From an optimization exercise on the open Yosys and OpenROAD flow, aimed at a short achievable clock period and few clock cycles; shortcuts taken in it are not production practice. At most, simulation tests tie the RTL to the original design; equivalence was not proved. No activity file was given, so power comes from the tool's default toggle rates.

==> flow/design.v <==
module overture (
    input  wire       clk_i,
    input  wire       reset_i,
    input  wire [7:0] memory_data_i,
    output wire [7:0] memory_address_o,
    output wire [7:0] io_address_o,
    input  wire [7:0] io_data_read_i,
    output wire [7:0] io_data_write_o,
    output wire       io_data_write_enable_o,
    output wire       io_data_read_enable_o,
    output wire       cpu_halted_o
);
    reg [7:0] pc;
    reg [7:0] r0, r1, r2, r3, r4, r5, r6;
    reg       halted;
    reg [7:0] ir;          
    reg       ir_v;
    reg       ir_pred;     
    reg [7:0] ir_pc1;      
    reg [7:0] ir_srch;     
    reg       ir_bad;      
    reg       ir_r3;       
    reg [2:0] ir_jt;       
    reg [2:0] ir_jm;       
    reg [6:0] e_wen;       
    reg       e_alu;       
    reg       e_io;        
    reg [7:0] e_val;       
    reg       e_valz;      
    reg       e_valz_ok;   
    reg       e_ldi;       
    reg [5:0] e_imm;
    reg       e_add;       
    reg       e_sub;
    reg       e_shl;
    reg       e_shr;
    reg       e_log;
    reg [7:0] op_a;        
    reg [7:0] op_bx;       
    reg [7:0] op_b;        
    reg [2:0] e_op;
    reg [2:0] sh_n;        
    reg       re_q;
    reg       we_q;
    reg       bf_phase;    
    reg [7:0] io_addr_q;   
    reg [7:0] io_wdata_q;  
    reg [7:0] log_q;
    always @(*) begin
        case (e_op)
            3'b000:  log_q = op_a | op_b;
            3'b001:  log_q = ~(op_a & op_b);
            3'b010:  log_q = ~(op_a | op_b);
            3'b011:  log_q = op_a & op_b;
            default: log_q = op_a ^ op_b;
        endcase
    end
    wire [7:0] sum     = op_a + op_bx + {7'd0, e_sub};
    wire [7:0] shl_out = op_a << sh_n;
    wire [7:0] shr_out = op_a >> sh_n;
    wire [7:0] alu_out = ({8{e_add | e_sub}} & sum) |
                         ({8{e_shl}} & shl_out) |
                         ({8{e_shr}} & shr_out) |
                         ({8{e_log}} & log_q);
    wire [7:0] e_fval = e_ldi ? {2'b00, e_imm} : e_val;
    wire [7:0] e_wval = e_io ? io_data_read_i : e_fval;
    wire [7:0] n0 = e_wen[0] ? e_wval : r0;
    wire [7:0] n1 = e_wen[1] ? e_wval : r1;
    wire [7:0] n2 = e_wen[2] ? e_wval : r2;
    wire [7:0] n3 = e_alu ? alu_out : e_wen[3] ? e_wval : r3;
    wire [7:0] n4 = e_wen[4] ? e_wval : r4;
    wire [7:0] n5 = e_wen[5] ? e_wval : r5;
    wire [7:0] n6 = e_wen[6] ? e_wval : r6;
    wire [7:0] m0 = e_wen[0] ? e_fval : r0;
    wire [7:0] m1 = e_wen[1] ? e_fval : r1;
    wire [7:0] m2 = e_wen[2] ? e_fval : r2;
    wire [7:0] m3 = e_wen[3] ? e_fval : r3;
    wire [7:0] m4 = e_wen[4] ? e_fval : r4;
    wire [7:0] m5 = e_wen[5] ? e_fval : r5;
    wire [7:0] m6 = e_wen[6] ? e_fval : r6;
    wire [7:0] ins    = ir;
    wire [1:0] ty     = ins[7:6];
    wire [2:0] src    = ins[5:3];
    wire [2:0] dst    = ins[2:0];
    wire       bad    = ir_v && ir_bad;
    wire       is_ldi = (ty == 2'b00);
    wire       is_alu = (ty == 2'b01);             
    wire       is_cp  = (ty == 2'b10);
    wire       is_jmp = (ty == 2'b11);             
    wire       is_rd  = is_cp && (src == 3'b111);
    wire       is_wr  = is_cp && (dst == 3'b111);
    wire       is_bf  = is_rd && is_wr;
    wire       zero = e_wen[3] ? (e_ldi ? (e_imm == 6'd0) : e_valz) : (r3 == 8'd0);
    wire       neg  = m3[7];
    wire cond = zero ? ir_jt[0] : neg ? ir_jt[1] : ir_jt[2];
    wire e_r3_late = e_alu | (e_wen[3] & (e_io | (!e_ldi & !e_valz_ok)));
    wire jstall  = ir_r3 && e_r3_late;
    wire bf_rd   = is_bf && !bf_phase;
    wire issue   = ir_v && !halted && !bad && !jstall;
    wire pred     = memory_data_i[7:2] == 6'b110001 && !(ir_v && is_cp && dst == 3'd0);
    wire [7:0] pred_tgt = (ir_v && is_ldi) ? {2'b00, ir[5:0]} : n0;
    wire       f_bad = memory_data_i[6] && memory_data_i[5:3] != 3'd0;
    wire       f_jmp = memory_data_i[7:3] == 5'b11000;
    wire [2:0] f_cc  = memory_data_i[2:0];
    wire [2:0] f_jt  = {3{f_jmp}} & {
        f_cc == 3'b100 || f_cc == 3'b101 || f_cc == 3'b110 || f_cc == 3'b111,    
        f_cc == 3'b010 || f_cc == 3'b011 || f_cc == 3'b100 || f_cc == 3'b101,    
        f_cc == 3'b001 || f_cc == 3'b011 || f_cc == 3'b100 || f_cc == 3'b110};   
    wire mispredict = ir_v && (zero ? ir_jm[0] : neg ? ir_jm[1] : ir_jm[2]);
    wire hold    = halted || bad || (ir_v && (jstall || bf_rd));
    wire [7:0] src_m = ({8{ir_srch[0]}} & m0) | ({8{ir_srch[1]}} & m1) |
                       ({8{ir_srch[2]}} & m2) | ({8{ir_srch[3]}} & m3) |
                       ({8{ir_srch[4]}} & m4) | ({8{ir_srch[5]}} & m5) |
                       ({8{ir_srch[6]}} & m6);
    wire       src_e = |(ir_srch & {1'b1, e_wen});   
    wire fwd_io  = e_io && src_e;
    wire fwd_alu = e_alu && ir_srch[3];
    wire [7:0] src_val = fwd_io ? io_data_read_i : fwd_alu ? alu_out : src_m;
    reg [6:0] wen;
    always @(*) begin
        wen = 7'd0;
        if (is_ldi) wen[0] = 1'b1;
        if (is_alu) wen[3] = 1'b1;
        if (is_cp && dst != 3'b111) wen[dst] = 1'b1;
    end
    wire [3:0] amt = n2[3:0];
    wire [2:0] amt_neg = 3'd0 - amt[2:0];
    always @(posedge clk_i) begin
        if (reset_i) begin
            pc        <= 8'd0;
            halted    <= 1'b0;
            ir_v      <= 1'b0;
            r0 <= 8'd0; r1 <= 8'd0; r2 <= 8'd0; r3 <= 8'd0;
            r4 <= 8'd0; r5 <= 8'd0; r6 <= 8'd0;
            e_wen     <= 7'd0;
            e_alu     <= 1'b0;
            e_io      <= 1'b0;
            re_q      <= 1'b0;
            we_q      <= 1'b0;
            bf_phase  <= 1'b0;
        end else begin
            r0 <= n0; r1 <= n1; r2 <= n2; r3 <= n3;
            r4 <= n4; r5 <= n5; r6 <= n6;
            if (bad)
                halted <= 1'b1;
            if (!hold) begin
                if (mispredict) begin
                    pc   <= cond ? n0 : ir_pc1;
                    ir_v <= 1'b0;      
                end else begin
                    pc      <= pred ? pred_tgt : pc + 8'd1;
                    ir      <= memory_data_i;
                    ir_srch <= 8'd1 << memory_data_i[5:3];
                    ir_bad  <= f_bad;
                    ir_r3   <= f_jmp && memory_data_i[1:0] != 2'b00;
                    ir_jt   <= f_jt;
                    ir_jm   <= f_jt ^ {3{pred}};
                    ir_v    <= 1'b1;
                    ir_pred <= pred;
                    ir_pc1  <= pc + 8'd1;
                end
            end
            e_wen     <= issue ? wen : 7'd0;
            e_alu     <= issue && is_alu;
            e_io      <= issue && is_rd;
            re_q      <= issue && is_rd && !(is_bf && bf_phase);
            we_q      <= issue && is_wr && !bf_rd;
            bf_phase  <= issue && bf_rd;
        end
        e_val     <= src_val;
        e_valz    <= fwd_io ? (io_data_read_i == 8'd0) : (src_m == 8'd0);
        e_valz_ok <= !fwd_alu;
        e_ldi     <= is_ldi;
        e_imm     <= ins[5:0];
        e_add     <= dst == 3'b100;
        e_sub     <= dst == 3'b101;
        e_shl     <= dst == 3'b111 && !amt[3];
        e_shr     <= dst == 3'b111 && amt[3];
        e_log     <= dst[2] == 1'b0 || dst == 3'b110;
        sh_n      <= amt[3] ? amt_neg : amt[2:0];
        op_a      <= n1;
        op_bx     <= n2 ^ {8{dst == 3'b101}};
        op_b      <= n2;
        e_op      <= dst;
        io_addr_q <= n6;
        io_wdata_q <= src_val;
    end
    assign memory_address_o       = pc;
    assign io_address_o           = io_addr_q;
    assign io_data_write_o        = io_wdata_q;
    assign io_data_write_enable_o = we_q;
    assign io_data_read_enable_o  = re_q;
    assign cpu_halted_o           = halted;
endmodule
Settings: LEC_CHECK=0, ABC_CLOCK_PERIOD_IN_PS=2000, CAP_MARGIN=20, CORE_MARGIN=2, CORE_UTILIZATION=55, SETUP_SLACK_MARGIN=5, SLEW_MARGIN=20; clock period 7.2 ns.
run.sh (not shown) runs the stock make flow with config.mk's settings and CLKGATE_MAP_FILE= SYNTH_SCRIPT=/design/flow/synth_recipe.tcl, a recipe that flattens the netlist after the stock synthesis.
The first run completed without violations.
Edit:
- CORE_UTILIZATION: 55 -> 40
After rerunning: Wire length drops by 4.4%. Design area climbs by 0.65%. Worst setup slack hardly moves.
No run of this note included a check of the RTL's function; only the layout flow was run.

========
overture, a different RTL version from the one above (not shown whole).
For scale: ~170 flip-flops, about 45 I/O pins, roughly 8200 um^2 of cells after synthesis.
make LEC_CHECK=0 ABC_CLOCK_PERIOD_IN_PS=2000 CAP_MARGIN=20 CORE_MARGIN=2 CORE_UTILIZATION=40 SETUP_SLACK_MARGIN=5 SLEW_MARGIN=20 finish   # period 7.2 ns
Testbench counts at the start, summed over its fixed seeds: cycles 59,732.
Change:
Settings changed: CORE_UTILIZATION 40 to 55.
Effect: Final area went down by 0.93%; via count increases by about 3.2%; register-to-register slack gains 70 ps; setup slack gets better by 21 ps; die area shrinks by about 27%; clock-buffer cell count grows by 1; clock skew came out lower by 6.3 ps; total power is higher by about 0.6%.

========
overture, a different RTL version from the one above (not shown whole).
Size: ~870 cells after synthesis, about 170 flip-flops, roughly 45 I/O pins, ~8400 um^2 of cells after synthesis.
clock: 7.2 ns
lec_check: 0
abc_clock_period_in_ps: 2000
cap_margin: 20
core_margin: 2
core_utilization: 40
setup_slack_margin: 5
slew_margin: 20
Rerun with:
- CORE_UTILIZATION: 40 -> 30
What happened:
- register-to-register slack improves by 0.05 ns
- die area rose by 32%
- worst hold slack degrades by 0.0037 ns
- design area stays flat
- total power fell by 3.3%
No functional check of the RTL was part of any run of this note.

-- static timing again, ports no longer ideal --
Ports are ideal in the flow. The routed layouts listed here were re-timed in OpenROAD. Step 1: set_driving_cell puts a clkbuf_16 on clk_i and a buf_2 on each other input, an assumption about the parent block. Step 2, shift: input delay + t, output delay - t, t = (earliest + latest rising clock arrival at the registers) / 2. This alone moves slack from input paths to output paths. Slacks: no drivers / after step 1 / after step 2; pairs: no drivers / after step 1.
run | shift t [ns] | slack for setup (ns) | hold WS [ns] | slew at the worst register clock pin (ns) | worst data-port slew with drivers (ns)
the first run of note 1 | 0.475 | 4.736 / 4.742 / 4.267 | 0.466 / 0.466 / 0.466 | 0.07 / 0.07 | 0.08
the second run of note 1 | 0.463 | 4.735 / 4.740 / 4.277 | 0.479 / 0.479 / 0.479 | 0.07 / 0.07 | 0.06
the first run of note 2 | 0.479 | 4.742 / 4.742 / 4.306 | 0.442 / 0.442 / 0.442 | 0.08 / 0.08 | 0.07
the second run of note 2 | 0.462 | 4.763 / 4.765 / 4.303 | 0.443 / 0.443 / 0.443 | 0.07 / 0.07 | 0.06
the first run of note 3 | 0.471 | 4.631 / 4.639 / 4.169 | 0.442 / 0.442 / 0.442 | 0.07 / 0.07 | 0.06
the second run of note 3 | 0.484 | 4.642 / 4.642 / 4.158 | 0.438 / 0.438 / 0.438 | 0.07 / 0.07 | 0.07
After both steps every run listed still meets setup and hold. The setup slack of the second run of note 3, which loses most, moves by 0.000 ns with the drivers and by -0.484 ns with both steps.
